Background: an optimization exercise with open tools, aiming at small area and a short achievable clock period. Do not read the settings as production practice. Function was checked by simulation only, so behaviour that the tests miss may differ from the original. No activity file was given, so power comes from the tool's default toggle rates.

## flow/design.v (module list and top-level ports; edited modules follow where they fit)
// module adder_tree45: 4168 lines
module adder_tree45 (
    input  logic          i_clk,
    input  logic          i_ena,
    input  logic [719:0]  i_data,
    input  logic [44:0]   i_input_enable,
    output logic [21:0]   o_data
);
  // ...
==> flow/flow/run.sh <==
#!/bin/bash
# Own layout flow: the standard synthesis, then a netlist pass that removes the
# inverters Yosys's full-adder extraction leaves between full adders (full adders
# are self-dual, so each can work on true or complemented signals), then the standard flow's
# standard layout from floorplan on. Ports are buffered with buf_1 cells.
set -euo pipefail
W=$PWD
R=$W/orfs/results/${FLOW_PLATFORM:-sky130hd}/adder_tree45/base
export BUFFER_PORTS_ARGS="-buffer_cell sky130_fd_sc_hd__buf_1"
bash standard.sh "$R/1_2_yosys.v" > "$W/synth.log" 2>&1
cp "$R/1_2_yosys.v" "$W/1_2_yosys_standard.v"
python3 flow/fixinv.py "$W/1_2_yosys_standard.v" "$R/1_2_yosys.v" > "$W/fixinv.log" 2>&1
bash standard.sh > "$W/layout.log" 2>&1
==> flow/flow/fixinv.py <==
#!/usr/bin/env python3
"""Remove inverters around full adders in a flat sky130hd netlist from Yosys.

A full adder is self-dual: FA(~a,~b,~c) = (~sum, ~cout). Yosys's extract_fa leaves
inverters between full adders; this pass chooses, for every full adder, whether it
computes on true or complemented signals (and, for some gates, the gate or its
complement: and2<->nand2, or2<->nor2, xor2<->xnor2), so that as few inverters as
possible remain. The logic function of every register input and output port is kept.

usage: fixinv.py IN.v OUT.v
"""
import re, sys, random, collections

src = open(sys.argv[1]).read()
OUTPINS = {'X', 'Y', 'Q', 'Q_N', 'SUM', 'COUT', 'HI', 'LO'}
P = 'sky130_fd_sc_hd__'
COMPL = {'and2_1': 'nand2_1', 'nand2_1': 'and2_1', 'or2_1': 'nor2_1', 'nor2_1': 'or2_1',
         'xor2_1': 'xnor2_1', 'xnor2_1': 'xor2_1', 'and3_1': 'nand3_1', 'nand3_1': 'and3_1',
         'or3_1': 'nor3_1', 'nor3_1': 'or3_1'}
AREA = {'and2_1': 6.256, 'nand2_1': 3.7536, 'or2_1': 6.256, 'nor2_1': 3.7536, 'xor2_1': 8.7584,
        'xnor2_1': 8.7584, 'and3_1': 6.256, 'nand3_1': 5.0048, 'or3_1': 6.256, 'nor3_1': 5.0048}
INV_AREA = 3.7536

m = re.search(r'^\s*module\s+(\w+)', src, re.M)
body_start = src.index(';', m.end()) + 1
end = src.rindex('endmodule')
body = src[body_start:end]

# statements of the module body
stmts = [s.strip() for s in body.split(';') if s.strip()]
decls, cells = [], []
cell_re = re.compile(r'^(\S+)\s+(\\\S+\s|\S+)\s*\((.*)\)$', re.S)
ports_out = set()
ports_in = set()
for s in stmts:
    w = s.split(None, 1)[0]
    if w in ('wire', 'input', 'output', 'inout', 'reg'):
        decls.append(s)
        if w in ('input', 'output'):
            mm = re.match(r'(input|output)\s*(\[(\d+):(\d+)\])?\s*(\S+)', s)
            names = []
            if mm.group(2):
                hi, lo = int(mm.group(3)), int(mm.group(4))
                for k in range(min(hi, lo), max(hi, lo) + 1):
                    names.append('%s[%d]' % (mm.group(5), k))
            else:
                names.append(mm.group(5))
            (ports_out if w == 'output' else ports_in).update(names)
        continue
    if w == 'assign':
        sys.exit('assign statements are not handled: ' + s[:80])
    mc = cell_re.match(s)
    if not mc:
        sys.exit('cannot parse: ' + s[:120])
    typ, name, pins = mc.group(1), mc.group(2).strip(), mc.group(3)
    conns = [(p, n.strip()) for p, n in re.findall(r'\.(\w+)\(\s*([^()]*?)\s*\)', pins)]
    cells.append([typ, name, conns])

def short(t):
    return t[len(P):] if t.startswith(P) else t

def is_inv(c):
    return short(c[0]).startswith('inv_')

def is_fa(c):
    return short(c[0]).startswith('fa_')

def is_net(n):
    return n and not re.match(r"^\d+'[bh]", n)

driver = {}
for ci, c in enumerate(cells):
    for p, n in c[2]:
        if p in OUTPINS and is_net(n):
            driver[n] = (ci, p)

# inverters that can be absorbed: output not a port
alias = {}   # net -> input net (net == ~input)
absorbed = set()
for ci, c in enumerate(cells):
    if is_inv(c):
        d = dict(c[2])
        if d['Y'] not in ports_out and is_net(d['A']):
            alias[d['Y']] = d['A']
            absorbed.add(ci)

def root(n):
    q = 0
    while n in alias:
        n = alias[n]; q ^= 1
    return n, q

# loads: (cell index, pin index, root, parity)
loads = collections.defaultdict(list)
for ci, c in enumerate(cells):
    if ci in absorbed:
        continue
    for pi, (p, n) in enumerate(c[2]):
        if p in OUTPINS or not is_net(n):
            continue
        r, q = root(n)
        loads[r].append((ci, pi, q))
roots = sorted(loads.keys())
for n in ports_out:
    r, q = root(n)
    if n in alias:
        sys.exit('absorbed inverter drives port')

# variables
var_of_cell = {}
nvars = 0
locked = set()
for ci, c in enumerate(cells):
    if ci in absorbed:
        continue
    if is_fa(c) or short(c[0]) in COMPL:
        var_of_cell[ci] = nvars; nvars += 1
        for p, n in c[2]:
            if p in OUTPINS and n in ports_out:
                locked.add(nvars - 1)
val = [0] * nvars
# the value a root net carries physically: root XOR avail
def avail(r):
    d = driver.get(r)
    if d is None:
        return 0
    v = var_of_cell.get(d[0])
    return val[v] if v is not None else 0

def need(ci, q):
    v = var_of_cell.get(ci)
    if v is not None and is_fa(cells[v and ci or ci]):
        return q ^ val[v]
    return q

def root_cost(r):
    a = avail(r)
    for ci, pi, q in loads.get(r, ()):
        if need(ci, q) != a:
            return INV_AREA
    return 0.0

def cell_cost(ci):
    c = cells[ci]; t = short(c[0])
    if t in COMPL:
        return AREA[COMPL[t]] if val[var_of_cell[ci]] else AREA[t]
    return 0.0

# roots touched by each variable: its output roots and its input roots
touch = collections.defaultdict(set)
for ci, v in var_of_cell.items():
    for p, n in cells[ci][2]:
        if not is_net(n):
            continue
        if p in OUTPINS:
            touch[v].add(n)
        elif is_fa(cells[ci]):
            touch[v].add(root(n)[0])

def total():
    return sum(root_cost(r) for r in roots) + sum(cell_cost(ci) for ci in var_of_cell)

cell_of_var = {v: ci for ci, v in var_of_cell.items()}
def local(v):
    return sum(root_cost(r) for r in touch[v]) + cell_cost(cell_of_var[v])

before = total()
# Parity union-find: satisfy as many edge constraints (no inverter) as possible,
# heaviest first; node 'G' stands for every fixed-polarity pin.
parent = {}; par = {}
def find(x):
    if x not in parent:
        parent[x] = x; par[x] = 0
    if parent[x] == x:
        return x, 0
    r, p = find(parent[x])
    parent[x] = r; par[x] ^= p
    return r, par[x]
def union(a, b, q):
    (ra, pa), (rb, pb) = find(a), find(b)
    if ra == rb:
        return (pa ^ pb) == q
    if rb == 'G':
        ra, rb, pa, pb = rb, ra, pb, pa
    parent[rb] = ra; par[rb] = pa ^ pb ^ q
    return True
edges = []
def node(ci):
    v = var_of_cell.get(ci)
    return v if v is not None else 'G'
for r in sorted(roots):
    d = driver.get(r)
    src_node = node(d[0]) if d else 'G'
    for ci, pi, q in loads[r]:
        dst = var_of_cell.get(ci)
        dst_node = dst if (dst is not None and is_fa(cells[ci])) else 'G'
        if src_node == 'G' and dst_node == 'G':
            continue
        edges.append((INV_AREA / max(1, len(loads[r])), src_node, dst_node, q))
for ci, v in var_of_cell.items():
    t = short(cells[ci][0])
    if t in COMPL:
        w = AREA[t] - AREA[COMPL[t]]
        edges.append((abs(w), v, 'G', 1 if w > 0 else 0))
    if v in locked:
        edges.append((1e9, v, 'G', 0))
# 1) join full adders along their connections; 2) give each joined group the
# polarity that its fixed-polarity neighbours (registers, gates, ports) prefer.
gedges = []
for w, a, b, q in edges:
    if a == 'G' or b == 'G':
        gedges.append((w, b if a == 'G' else a, q))
    else:
        union(a, b, q)
comp_cost = collections.defaultdict(lambda: [0.0, 0.0])
for w, v, q in gedges:
    r, p = find(v)
    comp_cost[r][p ^ q ^ 1] += w
for v in range(nvars):
    r, p = find(v)
    cc = comp_cost[r]
    flip = 0 if cc[0] <= cc[1] else 1
    val[v] = p ^ flip
mid = total()
pass
rng = random.Random(1)
order = list(range(nvars))
best = before
for it in range(50):
    rng.shuffle(order)
    improved = False
    for v in order:
        if v in locked:
            continue
        c0 = local(v)
        val[v] ^= 1
        c1 = local(v)
        if c1 < c0 - 1e-9:
            improved = True
        else:
            val[v] ^= 1
    if not improved:
        break
after = total()

# rewrite
new_cells = []
new_wires = []
inv_net = {}
k = 0
def phys(r, t):
    """net carrying root r with polarity t"""
    global k
    if t == avail(r):
        return r
    if r not in inv_net:
        k += 1
        nn = '_fxinvn%d_' % k
        new_wires.append(nn)
        new_cells.append([P + 'inv_1', '_fxinv_%d_' % k, [('A', r), ('Y', nn)]])
        inv_net[r] = nn
    return inv_net[r]

out_cells = []
for ci, c in enumerate(cells):
    if ci in absorbed:
        continue
    typ = c[0]
    v = var_of_cell.get(ci)
    if v is not None and short(typ) in COMPL and val[v]:
        typ = P + COMPL[short(typ)]
    swapped = typ != c[0]
    conns = []
    for pi, (p, n) in enumerate(c[2]):
        if p in OUTPINS or not is_net(n):
            if swapped and p in ('X', 'Y'):
                p = 'Y' if p == 'X' else 'X'
            conns.append((p, n)); continue
        r, q = root(n)
        t = q ^ val[v] if (v is not None and is_fa(c)) else q
        conns.append((p, phys(r, t)))
    out_cells.append([typ, c[1], conns])
out_cells += new_cells

# physical nets of flipped drivers keep their names; they now carry the complement,
# which is accounted for above via avail(). Write the netlist.
o = [src[:body_start]]
for d in decls:
    o.append('  %s ;' % d)
for w in new_wires:
    o.append('  wire %s;' % w)
for typ, name, conns in out_cells:
    nm = name if not name.startswith('\\') else name + ' '
    o.append('  %s %s (\n%s\n  );' % (typ, nm, ',\n'.join('    .%s(%s)' % (p, n + ' ' if n.startswith('\\') else n) for p, n in conns)))
o.append('endmodule\n')
open(sys.argv[2], 'w').write('\n'.join(o))
ninv_before = sum(1 for c in cells if is_inv(c))
ninv_after = sum(1 for c in out_cells if short(c[0]).startswith('inv_'))
print('fixinv: inverters %d -> %d, cost %.1f -> %.1f, flipped %d of %d' %
      (ninv_before, ninv_after, before, after, sum(val), nvars), file=sys.stderr)
==> flow/standard.sh <==
#!/bin/bash
# synth_recipe.tcl (not shown) runs the flow's synth.tcl, then flattens the netlist and writes it again
# the make line also repeats each setting of config.mk as NAME=value (left out here)
make -C /OpenROAD-flow-scripts/flow DESIGN_CONFIG=/design/flow/config.mk WORK_HOME=/design/flow/orfs CLKGATE_MAP_FILE= SYNTH_SCRIPT=/design/flow/synth_recipe.tcl "${@:-finish}"
==> flow/config.mk <==
export PLATFORM = sky130hd
export DESIGN_NAME = adder_tree45
export DESIGN_NICKNAME = adder_tree45
export VERILOG_FILES = /design/flow/design.v
export SDC_FILE = /design/flow/constraint.sdc
export NUM_CORES = 4
export LEC_CHECK = 0
export CAP_MARGIN = 20
export CORE_MARGIN = 2
export CORE_UTILIZATION = 40
export CTS_BUF_LIST = sky130_fd_sc_hd__clkbuf_8
export CTS_CLUSTER_SIZE = 30
export SETUP_SLACK_MARGIN = 2.5
export SLEW_MARGIN = 20
==> flow/constraint.sdc <==
create_clock -name core_clock -period 5.5 [get_ports {i_clk}]
set_input_delay 1.1000 -clock core_clock [delete_from_list [all_inputs] [get_ports {i_clk}]]
set_output_delay 1.1000 -clock core_clock [all_outputs]
set_load 0.01 [all_outputs]
==> summary.md, run 1 <==
| Metric | Value |
|---|---|
| Buffer share of cell area | 10.5% |
| Number of clock sinks | 300 |
| Antenna violations before repair | 8 |
| Highest-power group | combinational cells |
| Switching power of the nets | 6.55 mW |
| Start point of the worst min-delay path | r2_c3_0 |
| Sequential cell area | between 9000 and 10,000 um^2 |
| Critical Path Source | i_input_enable[27] |
| Number of max-cap violations | 0 |
| Worst-case clock skew | 23.0 ps |
| Post-route total power | between 15 and 20 mW |
| Post-route design area | 32,500 um^2 |
| Number of well taps | 864 |
| Highest routing layer actually used | met5 |
| Layout-stage area growth over the synthesis result | 21.3% |
| Leakage | roughly 11 nW |
| Clock root buffer | clkbuf_8 |
| Gr busiest metal | met2 |
| Clock Pin Slew Worst Setup and Hold Paths | roughly 60 ps |
| First-pass GRT wire length | 164 mm |
| Commonest cells after routing, fill and taps aside | buf_1, nand2_1, fa_1 |
| Status | no timing/DRC/antenna violations |
| Final Core Density | between 40 and 50% |
| Global-route met3 utilization | 9.56% |
| RSZ-0062 raised after global routing | true |
| Met3 wire len | 12.1 mm |
| Sequential share of power | 29.3% |
| R2R Path Start | r1_c7_11 |
| Number of rows in the core area | 94 |
| Final hold violation count | 0 |
| Largest class | multi-input gates |
==> run 2, diff against run 1 <==
--- a/flow/config.mk
+++ b/flow/config.mk
@@ -5,10 +5,10 @@
 export SDC_FILE = /design/flow/constraint.sdc
 export NUM_CORES = 4
 export LEC_CHECK = 0
-export CAP_MARGIN = 20
+export CAP_MARGIN = 5
 export CORE_MARGIN = 2
 export CORE_UTILIZATION = 40
 export CTS_BUF_LIST = sky130_fd_sc_hd__clkbuf_8
 export CTS_CLUSTER_SIZE = 30
 export SETUP_SLACK_MARGIN = 2.5
-export SLEW_MARGIN = 20
+export SLEW_MARGIN = 5
==> summary.md, run 2 <==
| Metric | Value |
|---|---|
| Vias | around 20,000 |
| Maximum fanout encountered on the critical timing path | 17 |
| Post-route total power | 16.4 mW (unchanged) |
| Cell area after synthesis | 26,800 um^2 |
| Initial Utilization | 40.6% |
| Final setup fails | 0 |
| Count of mapped cells out of synthesis | 1,897 |
| Critical Path Source | i_input_enable[27] |
| Fmax achieved | 327 MHz |
| Number of inserted filler cells in the final layout | 5,981 |
| Final #Nets | 4,186 |
| Placed Cells | 3,495 |
| Total global routing overflow | 0 |
| Start point of the worst min-delay path | r2_c3_0 |
| Count of routing violations after the opening detailed-route iteration | 2,289 |
| Crit path required time | 5830 ps |
| First-pass GRT wire length | 164 mm (unchanged) |
| Startpoint kind of the worst setup timing path | primary input |
| Slew Viols, Final | 0 |
| Capture point of the worst reg-to-reg path | r2_c10_2 |
| Total Die Area | 69,100 um^2 |
| WHS Endpoint | r3_o3 |
| Total routing resource utilization after global routing | 34.4% |
| Total core area | between 60,000 and 70,000 um^2 |
| Via count of the first global-routing pass | ~23,000 |
| Routed WL | 117 mm |
| Kind of critical path | in -> reg |
| Status | no timing/DRC/antenna violations |
| RSZ-0062 raised after global routing | true |
| Commonest cells after routing, fill and taps aside | buf_1, nand2_1, fa_1 |
| Number of cells on the worst hold path | 1 |
| Most frequent standard cell in the layout excluding fill and tap cells | buf_1 |
| Maximum number of pins on one net before global-route repair | 127 |
| Synthesized area per cell | 14.1 um^2 |
| Worst min path class | reg -> reg |
| Ratio of routed vias to standard cells | 5.53 |
| CTS H-tree lvls | 2 |
| Final ANT Viol Nets | 0 |
| Post-DR wirelength/cell | between 30 and 40 um |
| Summed negative setup slack over all endpoints | 0 ps |
| Multi-input gate area | between 15,000 and 20,000 um^2 |
| Height of the die | about 260 um |
| Clock insertion delay at the later pin of the skew report | 610 ps |
| Clock Pin Slew Worst Setup and Hold Paths | 60 ps (about the same) |
| Layout-stage area growth over the synthesis result | 21.3% (unchanged) |
| P per Cell Area | 504 nW/um^2 |
| Setup slack on the worst flop-to-flop path | 2520 ps |
| Clock root buffer | clkbuf_8 |
| Warning count from the yosys run | 1 |
| Number of buffers inserted by port buffering | 788 |
| Number of cells on the worst reg-to-reg path | 5 |
| Top-Level Pins | just under 800 |
| Number of max-cap violations | 0 (unchanged) |
| CTS tree | yes |
| Worst vdd ir | around 0.00042 V |
| R2R Path Start | r1_c7_11 |
| Number of clock sinks | 300 (unchanged) |
| Final hold violation count | 0 (unchanged) |
| Number of rows in the core area | 94 (unchanged) |
| Iteration count of the initial detailed-routing pass | 5 |
| Actual slew at the worst max-slew pin | 772 ps |
| Fraction of layout instances using a drive strength above 1 | 9.69% |
| Drt drc | 0 |
| Inserted Clock Buffers | 54 |
| Clock period minus worst slack | around 3000 ps |
| Max transition margin | 48.5% |
| Antenna violations before repair | 8 (unchanged) |
| Sequential cell area | 9010 um^2 (unchanged) |
| Arr. time, crit path | 3390 ps |
| Worst-case clock skew | 23.0 ps (unchanged) |
| Net count after synthesis | 3,384 |
| Crit. End Element | flop |
| Chip width | between 200 and 300 um |
| Share of the clock period used by the worst path | 55.6% |
| Final estimated routing congestion in global placement | 1.01 |
| Number of hold buffers added after cts | 0 |
| Dpl hpwl | 89.5 mm |
| Non-filler instance count after layout | 3,611 |
| Leakage | 11.1 nW (unchanged) |
| Buffers from clock root to sink, at most | 3 |
-- run 2: area by class of cell --
class	count	share of cell area (%)
tap	864	3.32
inverter	37	0.435
sequential	300	27.7
antenna	3	0.0231
multi-input combinational	1500	54.8
clock inverter	46	0.938
timing repair buffer	806	10.5
clock buffer	55	2.33
-- run 2: stage by stage --
stage	hold slack, ps	util, %	cell area (um^2)	setup WS (ps)
5_1_grt	528	49.2	32500	2420
2_1_floorplan	487	-	27400	2380
6_report	495	49.2	32500	2440
3_5_place_dp	498	46.8	30900	1330
3_3_place_gp	493	46.8	30900	1300
4_1_cts	495	49.1	32400	2410
-- run 2: power breakdown --
part           internal [mW]  switching [mW]
logic                   4.41            5.07
registers               4.33           0.484
clock network           1.12           0.990
total                   9.85            6.55
-- run 2: worst max-delay path by stage --
stage	endpoint	cells after the start
global placement	r1_c4_13	5
global route	o_data[21]	5
CTS	o_data[21]	5
floorplan	r1_c15_13	6
finish	r1_c4_13	5
detailed placement	r1_c4_13	5
-- run 2: worst max-delay path, stage by stage --
cell,delay (ps)
clkbuf_8,330
nand2_1,240
fa_1,690
fa_1,490
fa_1,510
-- run 2: layer usage --
layer,track usage [%],vias to the layer above,routed length [um]
li1,-,7630,-
met1,43.9,10400,43400
met2,54.2,1542,54000
met3,9.56,365,12100
met4,18.0,4,7630
met5,0,-,32
-- run 2: timing repair --
| action | 4_1_cts | 5_1_grt |
|---|---|---|
| pin swaps | 7 | 18 |
| setup buffers | 8 | 4 |
| resized for setup | 96 | 34 |
| setup endpoints to repair | 206 | 44 |
==> run 3, diff against run 2 <==
==> flow/config.mk (replaced) <==
export PLATFORM = sky130hd
export DESIGN_NAME = adder_tree45
export DESIGN_NICKNAME = adder_tree45
export VERILOG_FILES = /design/flow/design.v
export SDC_FILE = /design/flow/constraint.sdc
export NUM_CORES = 4
export LEC_CHECK = 0
export CAP_MARGIN = 20
export CORE_MARGIN = 2
export CORE_UTILIZATION = 40
export SETUP_SLACK_MARGIN = 2.5
export SLEW_MARGIN = 20
==> summary.md, run 3 <==
| Metric | Value |
|---|---|
| Initial Utilization | 40.6% (unchanged) |
| Count of routing violations after the opening detailed-route iteration | 2,212 (-3.4%) |
| CTS tree | yes |
| Summed negative setup slack over all endpoints | 0 ps (unchanged) |
| Commonest cells after routing, fill and taps aside | buf_1, nand2_1, fa_1 |
| Clock insertion delay at the later pin of the skew report | 550 ps (-60 ps) |
| Most frequent standard cell in the layout excluding fill and tap cells | buf_1 |
| Leakage | 11.1 nW (about the same) |
| Total core area | 66,100 um^2 (unchanged) |
| Highest-delay cell along the critical path | fa_1 |
| Final #Nets | 4,171 (-0.36%) |
| Number of rows in the core area | 94 (unchanged) |
| Inserted Clock Buffers | 37 (-31%) |
| Number of inserted filler cells in the final layout | 5,936 (-0.75%) |
| Met1 usage | 44.0% (+0.11 points) |
| Global-route met3 utilization | 9.62% (+0.066 points) |
| Arr. time, crit path | 3330 ps (-60 ps) |
| Final setup fails | 0 (unchanged) |
| Max transition margin | 46.1% (-2.4 points) |
| Crit path required time | 5790 ps (-40 ps) |
| Height of the die | 263 um (unchanged) |
| Number of buffers inserted by port buffering | 788 (unchanged) |
| Share of the clock period used by the worst path | 55.4% (-0.25 points) |
| Clock root buffer | clkbuf_16 |
| Number of hold buffers added after cts | 0 (unchanged) |
| Maximum fanout encountered on the critical timing path | 16 (-1) |
| Final Core Density | 49.3% (+0.11 points) |
| Actual slew at the worst max-slew pin | 809 ps (+36.4 ps) |
| Final ANT Viol Nets | 0 (unchanged) |
| CTS H-tree lvls | 2 (unchanged) |
| Chip width | 263 um (unchanged) |
| Layout-stage area growth over the synthesis result | 21.6% |
| Kind of critical path | in -> reg |
| Cell area after synthesis | 26,800 um^2 (unchanged) |
| First-pass GRT wire length | 163 mm (-0.19%) |
| Status | no timing/DRC/antenna violations |
| RSZ-0062 raised after global routing | true |
| Clock period minus worst slack | 3040 ps (-13.9 ps) |
| Vias | 19,700 (-1.2%) |
| Startpoint kind of the worst setup timing path | primary input |
| Net count after synthesis | 3,384 (unchanged) |
| Worst vdd ir | 0.000388 V (-8.0%) |
| Dpl hpwl | 89.5 mm (unchanged) |
| Drt drc | 0 (unchanged) |
| Clock Pin Slew Worst Setup and Hold Paths | 60 ps (about the same) |
| Ratio of routed vias to standard cells | 5.52 (-0.30%) |
| Iteration count of the initial detailed-routing pass | 6 (+1) |
| Antenna violations before repair | 5 (-3) |
| Met2 GRT Util | 54.3% (+0.18 points) |
| Maximum number of pins on one net before global-route repair | 127 (unchanged) |
| Ordered list of cells on the worst path | clkbuf_8 > nand2_1 > fa_1 > fa_1 > fa_1 |
| Count of mapped cells out of synthesis | 1,897 (unchanged) |
| Via count of the first global-routing pass | 22,400 (-1.3%) |
| Worst-case clock skew | 21.0 ps (-1.93 ps) |
| Total routing resource utilization after global routing | 34.4% (-0.067 points) |
| Total Die Area | 69,100 um^2 (unchanged) |
| Setup WS post-layout | 2460 ps (+13.9 ps) |
| Slew Viols, Final | 0 (unchanged) |
| Library cell appearing most often on the critical path | fa_1 |
| Number of clock sinks | 300 (unchanged) |
| Final estimated routing congestion in global placement | 1.01 (unchanged) |
| Final hold violation count | 0 (unchanged) |
| Top-Level Pins | 789 (unchanged) |
| Total global routing overflow | 0 (unchanged) |
| Gr busiest metal | met2 |
| Worst min path class | reg -> reg |
| Fmax achieved | 328 MHz (+0.46%) |
| Fraction of layout instances using a drive strength above 1 | 9.03% (-0.66 points) |
| Crit. End Element | flop |
| Stage delay of the slowest cell on the critical path | 640 ps (-50 ps) |
| Number of max-cap violations | 0 (unchanged) |
| Post-DR wirelength/cell | 32.7 um (+0.60%) |
| Warning count from the yosys run | 1 (unchanged) |
| Buffers from clock root to sink, at most | 3 (unchanged) |
| Routed WL | 117 mm (-0.34%) |
| Post-Place Setup Slack | 1330 ps (unchanged) |
| Synthesized area per cell | 14.1 um^2 (unchanged) |
| P per Cell Area | 507 nW/um^2 (+0.54%) |
## run 3: cell type report
type	instances	area, um^2	share of cell area (%)
Multi-Input combinational cell	1500	17800	54.5
Antenna cell	1	2.50	0.00767
Clock buffer	48	1010	3.10
Clock inverter	19	119	0.365
Timing Repair Buffer	808	3470	10.7
Tap cell	864	1080	3.32
Sequential cell	300	9010	27.6
Inverter	37	139	0.426
## run 3: worst paths after layout
kind	slack, ps	endpoint	cells past startpoint	startpoint
hold reg to reg	510	r3_o3	1	r2_c3_0
setup / recovery	2460	r1_c6_13	5	i_input_enable[25]
hold / removal	510	r3_o3	1	r2_c3_0
setup reg to reg	2540	r2_c8_2	5	r1_c5_2
## run 3: power by group
| group | switching (mW) | internal, mW |
|---|---|---|
| Combinational | 5.04 | 4.37 |
| Clock | 0.970 | 1.34 |
| Sequential | 0.477 | 4.33 |
| Total | 6.48 | 10.0 |
## run 3: critical path: cells and delay by family
family	cells	cell delay, ps
adder cells (fa/ha/maj)	3	1680
AND/OR/NAND/NOR	1	220
buffers and inverters	1	310
## run 3: layer usage
layer | vias up | wire length (um)
met5 | - | 51
met4 | 6 | 7210
met3 | 332 | 12900
met2 | 1554 | 54000
met1 | 10300 | 42600
li1 | 7583 | -
## run 3: repair_timing
action,4_1_cts,5_1_grt
setup buffers,6,8
setup endpoints to repair,205,44
pin swaps,5,13
endpoints found under the hold margin,0,0
gates resized for setup,97,38
## run 3: metrics by stage
stage / std cells / cell area (um^2) / hold slack [ps] / power [mW]
floorplan: 1897 / 27400 / 487 / 10.6
global placement: 3495 / 30900 / 493 / 13.7
detailed placement: 3495 / 30900 / 498 / 13.9
CTS: 3568 / 32500 / 514 / 16.6
global route: 3576 / 32600 / 530 / 18.1
finish: 3577 / 32600 / 509 / 16.5

==> what the ideal ports hide <==
The flow's constraints put no driver on any port. The routed layouts listed below were extracted and timed again, unchanged, in two steps. Step 1 assumes that a clkbuf_16 drives the clock port and a buf_2 every other input. Step 2, shift: input delay + t, output delay - t, t = (earliest + latest rising clock arrival at the registers) / 2. This alone moves slack from input paths to output paths. Slacks: no drivers / after step 1 / after step 2; pairs: no drivers / after step 1.
run | t (ns) | setup WS [ns] | hold slack, ns | worst register clock-pin slew, ns
run 1 | 0.659 | 2.441 / 2.452 / 1.793 | 0.495 / 0.495 / 0.495 | 0.07 / 0.07
run 2 | 0.659 | 2.441 / 2.452 / 1.793 | 0.495 / 0.495 / 0.495 | 0.07 / 0.07
run 3 | 0.593 | 2.455 / 2.476 / 1.882 | 0.509 / 0.509 / 0.509 | 0.06 / 0.06
After both steps every run listed still meets setup and hold.
